What follows belongs to an exercise in optimizing a design on an open flow for small area; a production flow would make more cautious choices. Only simulation tests tie the RTL to the original design; equivalence was not proved. The flow treats the clock pin as an ideal source, which a real chip does not have.

Design draw_line, start of the top module:
module draw_line(clk, rst_n, wea, x, y, m, b, dir, range, index_rd, line_x, line_y, finish);
export LEC_CHECK = 0
export CAP_MARGIN = 20
export CORE_MARGIN = 2
export CORE_UTILIZATION = 40
export SLEW_MARGIN = 20
export SYNTH_HIERARCHICAL = 1
export SYNTH_MINIMUM_KEEP_SIZE = 0
create_clock -name core_clock -period 14.0 [get_ports {clk}]
standard.sh (not shown) runs the stock make flow with config.mk's settings and CLKGATE_MAP_FILE= SYNTH_SCRIPT=/design/flow/synth_recipe.tcl, a recipe that flattens the netlist after the stock synthesis.
==> flow/flow/run.sh <==
#!/bin/bash
# The standard layout (the standard.sh: the standard synthesis and ORFS
# from floorplan to finish), with these changes to how the layout is made:
#  - at the start of the floorplan step, flow/downsize.tcl swaps every
#    combinational cell for the smallest cell of the same function; the
#    timing repair of the floorplan and later steps sizes up what is needed;
#  - timing-driven global placement does not keep the buffers and sizes
#    of its virtual repair (GPL_KEEP_OVERFLOW=0);
#  - the port buffers that global placement adds to every input and output
#    are sky130_fd_sc_hd__buf_1 cells instead of the default buffer;
set -euo pipefail
here=$(pwd)
bash standard.sh \
  "PRE_FLOORPLAN_TCL=$here/flow/downsize.tcl" \
  "POST_CTS_TCL=$here/flow/clkfix.tcl" \
  "GPL_KEEP_OVERFLOW=0" \
  "BUFFER_PORTS_ARGS=-buffer_cell sky130_fd_sc_hd__buf_1" \
  "CTS_ARGS=-sink_clustering_enable -repair_clock_nets -dont_use_dummy_load -buf_list sky130_fd_sc_hd__clkbuf_8" \
  finish > flow_make.log 2>&1
Other scripts of this flow, unchanged in this note and not shown: flow/flow/clkfix.tcl, flow/flow/downsize.tcl
Edit:
--- a/flow/flow/run.sh
+++ b/flow/flow/run.sh
@@ -6,4 +6,2 @@
 #    timing repair of the floorplan and later steps sizes up what is needed;
-#  - timing-driven global placement does not keep the buffers and sizes
-#    of its virtual repair (GPL_KEEP_OVERFLOW=0);
 #  - the port buffers that global placement adds to every input and output
@@ -15,3 +13,2 @@
   "POST_CTS_TCL=$here/flow/clkfix.tcl" \
-  "GPL_KEEP_OVERFLOW=0" \
   "BUFFER_PORTS_ARGS=-buffer_cell sky130_fd_sc_hd__buf_1" \
Design area went down by a few percent.
Clock skew hardly moves.
Global-route usage falls by 1.1 points.
Fmax is higher slightly.
Sequential share of layout area rose by 0.99 points.
Core utilization goes down by 1.4 points.

Another version of the RTL of draw_line (not shown whole).
Size in the first run: about 1300 cells after synthesis, roughly 290 I/O pins.
export LEC_CHECK = 0
export CAP_MARGIN = 20
export CORE_MARGIN = 2
export CORE_UTILIZATION = 40
export GPL_TIMING_DRIVEN = 0
export SLEW_MARGIN = 20
export SYNTH_HIERARCHICAL = 1
export SYNTH_MINIMUM_KEEP_SIZE = 0
create_clock -name core_clock -period 14.0 [get_ports {clk}]
==> flow/flow/run.sh <==
#!/bin/bash
# The standard layout (the standard.sh: the standard synthesis and ORFS
# from floorplan to finish), with these changes to how the layout is made:
#  - at the start of the floorplan step, flow/downsize.tcl swaps every
#    combinational cell for the smallest cell of the same function; the
#    timing repair of the floorplan and later steps sizes up what is needed;
#  - the port buffers that global placement adds to every input and output
#    are sky130_fd_sc_hd__buf_1 cells instead of the default buffer;
#  - clock tree synthesis adds no dummy loads and uses clkbuf_8 buffers.
# make's full output goes to flow_make.log in this folder.
set -euo pipefail
here=$(pwd)
bash standard.sh \
  "PRE_FLOORPLAN_TCL=$here/flow/downsize.tcl" \
  "BUFFER_PORTS_ARGS=-buffer_cell sky130_fd_sc_hd__buf_1" \
  "CTS_ARGS=-sink_clustering_enable -repair_clock_nets -dont_use_dummy_load -buf_list sky130_fd_sc_hd__clkbuf_8" \
  finish > flow_make.log 2>&1
==> flow/flow/downsize.tcl <==
# Sized-down start for the resizer: every combinational cell of the
# synthesized netlist is swapped for the smallest cell of the same function
# (same name but for the drive-strength suffix). Registers, tie cells and
# buffers are left as they are. The floorplan's and later stages' timing
# repair then size up what the timing needs.
set db [ord::get_db]
set n 0
set saved 0.0
foreach inst [[ord::get_db_block] getInsts] {
  set mname [[$inst getMaster] getName]
  if {![regexp {^(sky130_fd_sc_hd__([a-z0-9]+))_([0-9]+)$} $mname -> base func drive]} { continue }
  if {[regexp {^(df|edf|sdf|sed|dl|conb|buf|clkbuf|clkdly|dlygate|tap|fill|decap|diode)} $func]} { continue }
  set cur [$inst getMaster]
  set best $cur
  set best_area [expr {[$cur getWidth] * [$cur getHeight]}]
  foreach d {0 1 2 4 6 8 12 16} {
    set cand [$db findMaster "${base}_$d"]
    if {$cand == "NULL" || $cand == ""} { continue }
    set a [expr {[$cand getWidth] * [$cand getHeight]}]
    if {$a < $best_area} { set best $cand; set best_area $a }
  }
  if {$best != $cur} {
    set saved [expr {$saved + [$cur getWidth] * [$cur getHeight] - $best_area}]
    $inst swapMaster $best
    incr n
  }
}
puts "downsize.tcl: swapped $n cells to their smallest size, [expr {$saved / 1e6}] um2 less"
The first run completed without violations.
Then changed:
- CORE_UTILIZATION: 40 -> 65
- GPL_TIMING_DRIVEN: 0 -> default
The changed run completed without violations.
Utilization is higher by 25 points.
Sequential share of layout area came out higher by 2.0 points.
Wire length decreases by about a fifth.
Worst hold slack gains 0.0047 ns.
Cell area went down by a few percent.
Final cell count falls by roughly a tenth.
Die area shrinks by well over a third.
Count of clock-buffer cells in the layout stays the same.

draw_line, a different RTL version from the one above (not shown whole).
Size: ~290 I/O pins, roughly 12000 um2 of cells after synthesis.
## draw_line
module draw_line(clk, rst_n, wea, x, y, m, b, dir, range, index_rd, line_x, line_y, finish);
Settings: LEC_CHECK=0, CAP_MARGIN=20, CORE_MARGIN=2, CORE_UTILIZATION=50, SLEW_MARGIN=20, SYNTH_HIERARCHICAL=1, SYNTH_MINIMUM_KEEP_SIZE=0; clock period 14.0 ns.
==> flow/flow/run.sh <==
#!/bin/bash
# The standard layout (the standard.sh: the standard synthesis and ORFS
# from floorplan to finish), with these changes to how the layout is made:
#  - at the start of the floorplan step, flow/downsize.tcl swaps every
#    combinational cell for the smallest cell of the same function; the
#    timing repair of the floorplan and later steps sizes up what is needed;
#  - the port buffers that global placement adds to every input and output
#    are sky130_fd_sc_hd__buf_1 cells instead of the default buffer;
set -euo pipefail
here=$(pwd)
bash standard.sh \
  "PRE_FLOORPLAN_TCL=$here/flow/downsize.tcl" \
  "POST_CTS_TCL=$here/flow/clkfix.tcl" \
  "BUFFER_PORTS_ARGS=-buffer_cell sky130_fd_sc_hd__buf_1" \
  "CTS_ARGS=-sink_clustering_enable -repair_clock_nets -dont_use_dummy_load -buf_list sky130_fd_sc_hd__clkbuf_8" \
  finish > flow_make.log 2>&1
==> flow/flow/clkfix.tcl <==
estimate_parasitics -placement
set fix [dict create]
foreach p [get_pins -hierarchical */CLK] {
  set v [get_property $p slew_max_rise]
  set v2 [get_property $p slew_max_fall]
  if {$v2 > $v} { set v $v2 }
  if {$v > 0.115} {
    foreach d [get_pins -of_objects [get_nets -of_objects $p] -filter "direction==output"] {
      dict set fix [get_full_name [get_cells -of_objects $d]] 1
    }
  }
}
set n 0
foreach name [dict keys $fix] {
  set inst [get_cells $name]
  if {[string match "sky130_fd_sc_hd__clkbuf_*" [get_property $inst ref_name]] &&
      [get_property $inst ref_name] ne "sky130_fd_sc_hd__clkbuf_16"} {
    replace_cell $inst sky130_fd_sc_hd__clkbuf_16
    incr n
  }
}
if {$n > 0} {
  detailed_placement
  estimate_parasitics -placement
}
puts "clkfix.tcl: swapped $n clock buffers for clkbuf_16"
Scripts as last shown in full above: flow/flow/downsize.tcl
The baseline passed the timing, DRC and antenna checks.
Edit:
- CORE_UTILIZATION: 50 -> 40
Cell count increases by a few percent.
Register-to-register slack improves by 380 ps.
Worst hold slack loses 28 ps.
Design area rises slightly.
Area after synthesis stays the same.
Wire length went up slightly.

before:
Another version of the RTL of draw_line (not shown whole).
For scale: ~290 I/O pins, roughly 0.013 mm² of cells after synthesis.
Settings: LEC_CHECK=0, CAP_MARGIN=20, CORE_MARGIN=2, CORE_UTILIZATION=40, SLEW_MARGIN=20, SYNTH_HIERARCHICAL=1, SYNTH_MINIMUM_KEEP_SIZE=0; clock period 14.0 ns.
==> flow/flow/run.sh <==
#!/bin/bash
# The standard layout (the standard.sh: the standard synthesis and ORFS
# from floorplan to finish), with these changes to how the layout is made:
#  - at the start of the floorplan step, flow/downsize.tcl swaps every
#    combinational cell for the smallest cell of the same function; the
#    timing repair of the floorplan and later steps sizes up what is needed;
#  - the port buffers that global placement adds to every input and output
#    are sky130_fd_sc_hd__buf_1 cells instead of the default buffer;
#  - clock tree synthesis adds no dummy loads and uses clkbuf_8 buffers.
# make's full output goes to flow_make.log in this folder.
set -euo pipefail
here=$(pwd)
bash standard.sh \
  "PRE_FLOORPLAN_TCL=$here/flow/downsize.tcl" \
  "BUFFER_PORTS_ARGS=-buffer_cell sky130_fd_sc_hd__buf_1" \
  "CTS_ARGS=-sink_clustering_enable -repair_clock_nets -dont_use_dummy_load -buf_list sky130_fd_sc_hd__clkbuf_8" \
  finish > flow_make.log 2>&1
Scripts as last shown in full above: flow/flow/downsize.tcl
before did not stop at any stage, and its layout met the timing, DRC and antenna checks.
diff inputs: before => after
--- a/flow/flow/run.sh
+++ b/flow/flow/run.sh
@@ -9,2 +8,0 @@
-#  - clock tree synthesis adds no dummy loads and uses clkbuf_8 buffers.
-# make's full output goes to flow_make.log in this folder.
@@ -14,0 +13 @@
+  "POST_CTS_TCL=$here/flow/clkfix.tcl" \
==> flow/flow/clkfix.tcl (new file) <==
estimate_parasitics -placement
set fix [dict create]
foreach p [get_pins -hierarchical */CLK] {
  set v [get_property $p slew_max_rise]
  set v2 [get_property $p slew_max_fall]
  if {$v2 > $v} { set v $v2 }
  if {$v > 0.115} {
    foreach d [get_pins -of_objects [get_nets -of_objects $p] -filter "direction==output"] {
      dict set fix [get_full_name [get_cells -of_objects $d]] 1
    }
  }
}
set n 0
foreach name [dict keys $fix] {
  set inst [get_cells $name]
  if {[string match "sky130_fd_sc_hd__clkbuf_*" [get_property $inst ref_name]] &&
      [get_property $inst ref_name] ne "sky130_fd_sc_hd__clkbuf_16"} {
    replace_cell $inst sky130_fd_sc_hd__clkbuf_16
    incr n
  }
}
if {$n > 0} {
  detailed_placement
  estimate_parasitics -placement
}
puts "clkfix.tcl: swapped $n clock buffers for clkbuf_16"
Findings:
before → after: cell count was more or less identical; final critical-path share of the clock period was more or less identical.
The met3 wire length of after and that of before are within noise of each other.
Global-route usage: before vs after identical
Looking at before and after, the register-to-register slack is a wash.
Going from before to after, routed via count divided by cell count has remained practically unchanged, sum of negative setup slack held.

draw_line with an RTL version that a note above also has.
For scale: roughly 1300 cells after synthesis, roughly 170 flip-flops, about 290 I/O pins, roughly 14000 um^2 of cells after synthesis.
// draw_line
module draw_line(clk, rst_n, wea, x, y, m, b, dir, range, index_rd, line_x, line_y, finish);
clock: 14.0 ns
lec_check: 0
cap_margin: 20
core_margin: 2
core_utilization: 40
slew_margin: 20
synth_hierarchical: 1
synth_minimum_keep_size: 0
==> flow/flow/run.sh <==
#!/bin/bash
# The standard layout (the standard.sh: the standard synthesis and ORFS
# from floorplan to finish), with two changes to how the layout is made:
#  - the port buffers that global placement adds to every input and output
#    are sky130_fd_sc_hd__buf_1 cells instead of the default buffer;
#  - clock tree synthesis adds no dummy loads.
# make's full output goes to flow_make.log in this folder.
set -euo pipefail
bash standard.sh \
  "BUFFER_PORTS_ARGS=-buffer_cell sky130_fd_sc_hd__buf_1" \
  "CTS_ARGS=-sink_clustering_enable -repair_clock_nets -dont_use_dummy_load" \
  finish > flow_make.log 2>&1
The starting point produced a clean layout.
Change:
==> flow/flow/run.sh (replaced) <==
#!/bin/bash
# The standard layout (the standard.sh: the standard synthesis and ORFS
# from floorplan to finish), with these changes to how the layout is made:
#  - at the start of the floorplan step, flow/downsize.tcl swaps every
#    combinational cell for the smallest cell of the same function; the
#    timing repair of the floorplan and later steps sizes up what is needed;
#  - the port buffers that global placement adds to every input and output
#    are sky130_fd_sc_hd__buf_1 cells instead of the default buffer;
#  - clock tree synthesis adds no dummy loads and uses clkbuf_8 buffers.
# make's full output goes to flow_make.log in this folder.
set -euo pipefail
here=$(pwd)
bash standard.sh \
  "PRE_FLOORPLAN_TCL=$here/flow/downsize.tcl" \
  "BUFFER_PORTS_ARGS=-buffer_cell sky130_fd_sc_hd__buf_1" \
  "CTS_ARGS=-sink_clustering_enable -repair_clock_nets -dont_use_dummy_load -buf_list sky130_fd_sc_hd__clkbuf_8" \
  finish > flow_make.log 2>&1
==> flow/flow/downsize.tcl (new file) <==
# Sized-down start for the resizer: every combinational cell of the
# synthesized netlist is swapped for the smallest cell of the same function
# (same name but for the drive-strength suffix). Registers, tie cells and
# buffers are left as they are. The floorplan's and later stages' timing
# repair then size up what the timing needs.
set db [ord::get_db]
set n 0
set saved 0.0
foreach inst [[ord::get_db_block] getInsts] {
  set mname [[$inst getMaster] getName]
  if {![regexp {^(sky130_fd_sc_hd__([a-z0-9]+))_([0-9]+)$} $mname -> base func drive]} { continue }
  if {[regexp {^(df|edf|sdf|sed|dl|conb|buf|clkbuf|clkdly|dlygate|tap|fill|decap|diode)} $func]} { continue }
  set cur [$inst getMaster]
  set best $cur
  set best_area [expr {[$cur getWidth] * [$cur getHeight]}]
  foreach d {0 1 2 4 6 8 12 16} {
    set cand [$db findMaster "${base}_$d"]
    if {$cand == "NULL" || $cand == ""} { continue }
    set a [expr {[$cand getWidth] * [$cand getHeight]}]
    if {$a < $best_area} { set best $cand; set best_area $a }
  }
  if {$best != $cur} {
    set saved [expr {$saved + [$cur getWidth] * [$cur getHeight] - $best_area}]
    $inst swapMaster $best
    incr n
  }
}
puts "downsize.tcl: swapped $n cells to their smallest size, [expr {$saved / 1e6}] um2 less"
- CAP_MARGIN: 20 -> 5
- SLEW_MARGIN: 20 -> 5
=> The changed run completed without violations; non-clock buffer count decreases by 16; worst setup slack loses 0.048 ns; cell count decreases by 1.4%; clock skew increases by 0.019 ns.

== old ==
draw_line again, from the RTL that the note above started with.
Settings: LEC_CHECK=0, CAP_MARGIN=5, CORE_MARGIN=2, CORE_UTILIZATION=40, GPL_TIMING_DRIVEN=0, SLEW_MARGIN=5, SYNTH_HIERARCHICAL=1, SYNTH_MINIMUM_KEEP_SIZE=0; clock period 14.0 ns.
==> flow/flow/run.sh <==
#!/bin/bash
# The standard layout (the standard.sh: the standard synthesis and ORFS
# from floorplan to finish), with these changes to how the layout is made:
#  - at the start of the floorplan step, flow/downsize.tcl swaps every
#    combinational cell for the smallest cell of the same function; the
#    timing repair of the floorplan and later steps sizes up what is needed;
#  - the port buffers that global placement adds to every input and output
#    are sky130_fd_sc_hd__buf_1 cells instead of the default buffer;
#  - clock tree synthesis adds no dummy loads and uses clkbuf_8 buffers.
# make's full output goes to flow_make.log in this folder.
set -euo pipefail
here=$(pwd)
bash standard.sh \
  "PRE_FLOORPLAN_TCL=$here/flow/downsize.tcl" \
  "BUFFER_PORTS_ARGS=-buffer_cell sky130_fd_sc_hd__buf_1" \
  "CTS_ARGS=-sink_clustering_enable -repair_clock_nets -dont_use_dummy_load -buf_list sky130_fd_sc_hd__clkbuf_8" \
  finish > flow_make.log 2>&1
==> flow/flow/downsize.tcl <==
# Sized-down start for the resizer: every combinational cell of the
# synthesized netlist is swapped for the smallest cell of the same function
# (same name but for the drive-strength suffix). Registers, tie cells and
# buffers are left as they are. The floorplan's and later stages' timing
# repair then size up what the timing needs.
set db [ord::get_db]
set n 0
set saved 0.0
foreach inst [[ord::get_db_block] getInsts] {
  set mname [[$inst getMaster] getName]
  if {![regexp {^(sky130_fd_sc_hd__([a-z0-9]+))_([0-9]+)$} $mname -> base func drive]} { continue }
  if {[regexp {^(df|edf|sdf|sed|dl|conb|buf|clkbuf|clkdly|dlygate|tap|fill|decap|diode)} $func]} { continue }
  set cur [$inst getMaster]
  set best $cur
  set best_area [expr {[$cur getWidth] * [$cur getHeight]}]
  foreach d {0 1 2 4 6 8 12 16} {
    set cand [$db findMaster "${base}_$d"]
    if {$cand == "NULL" || $cand == ""} { continue }
    set a [expr {[$cand getWidth] * [$cand getHeight]}]
    if {$a < $best_area} { set best $cand; set best_area $a }
  }
  if {$best != $cur} {
    set saved [expr {$saved + [$cur getWidth] * [$cur getHeight] - $best_area}]
    $inst swapMaster $best
    incr n
  }
}
puts "downsize.tcl: swapped $n cells to their smallest size, [expr {$saved / 1e6}] um2 less"
--- input diff old..new ---
Settings: GPL_TIMING_DRIVEN removed (was 0); CAP_MARGIN changed from 5 to 20; SLEW_MARGIN changed from 5 to 20.
--- outcome ---
Diff old -> new | final estimated routing congestion in global placement | decrease of 0.023. Re antenna cell count: no difference whatsoever between new and old. [compare] base=old new=new: multi-input gate share of the layout cell area up 1.6 points, final area down about 6%, cell depth of the worst flop-to-flop path up 3, global-route wire length before repair down 5.4 mm. Relative to old, the fraction of area in registers of new is higher by 1.9 points.

==> static timing again, ports no longer ideal <==
In the flow no input, the clock included, has a driving cell. The finished layouts below were timed again as built, in two steps.
Step 1, drivers: a clkbuf_16 drives clk and a buf_2 each remaining input, both assumed.
Step 2 adds t to the input delays and takes it off the output delays; t is the mean of the earliest and latest rising clock arrival at the registers after step 1. Input paths then give back, and output paths get back, about the clock's delay inside the block.
a / b / c = no drivers / after step 1 / after step 2; a / b = the first two.
run	shift t [ns]	slack for setup (ns)	worst data-port slew with drivers (ns)
the first run of note 1	0.522	0.362 / 0.231 / 0.231	0.13
the second run of note 1	0.526	0.540 / 0.494 / 0.494	0.08
the first run of note 2	0.539	0.406 / 0.353 / 0.353	0.09
the second run of note 2	0.502	0.386 / 0.362 / 0.362	0.09
the first run of note 3	0.496	0.849 / 0.802 / 1.298	0.07
the second run of note 3	0.520	1.228 / 1.187 / 1.707	0.07
before	0.518	0.551 / 0.527 / 0.527	0.07
after	0.518	0.551 / 0.527 / 0.527	0.07
the first run of note 5	0.479	0.459 / 0.430 / 0.430	0.08
the second run of note 5	0.520	0.411 / 0.386 / 0.386	0.09
old	0.538	0.407 / 0.366 / 0.366	0.10
new	0.520	0.411 / 0.386 / 0.386	0.09
After both steps every run listed still meets setup and hold. The setup slack of the first run of note 1, which loses most, moves by -0.131 ns with the drivers and by -0.131 ns with both steps.
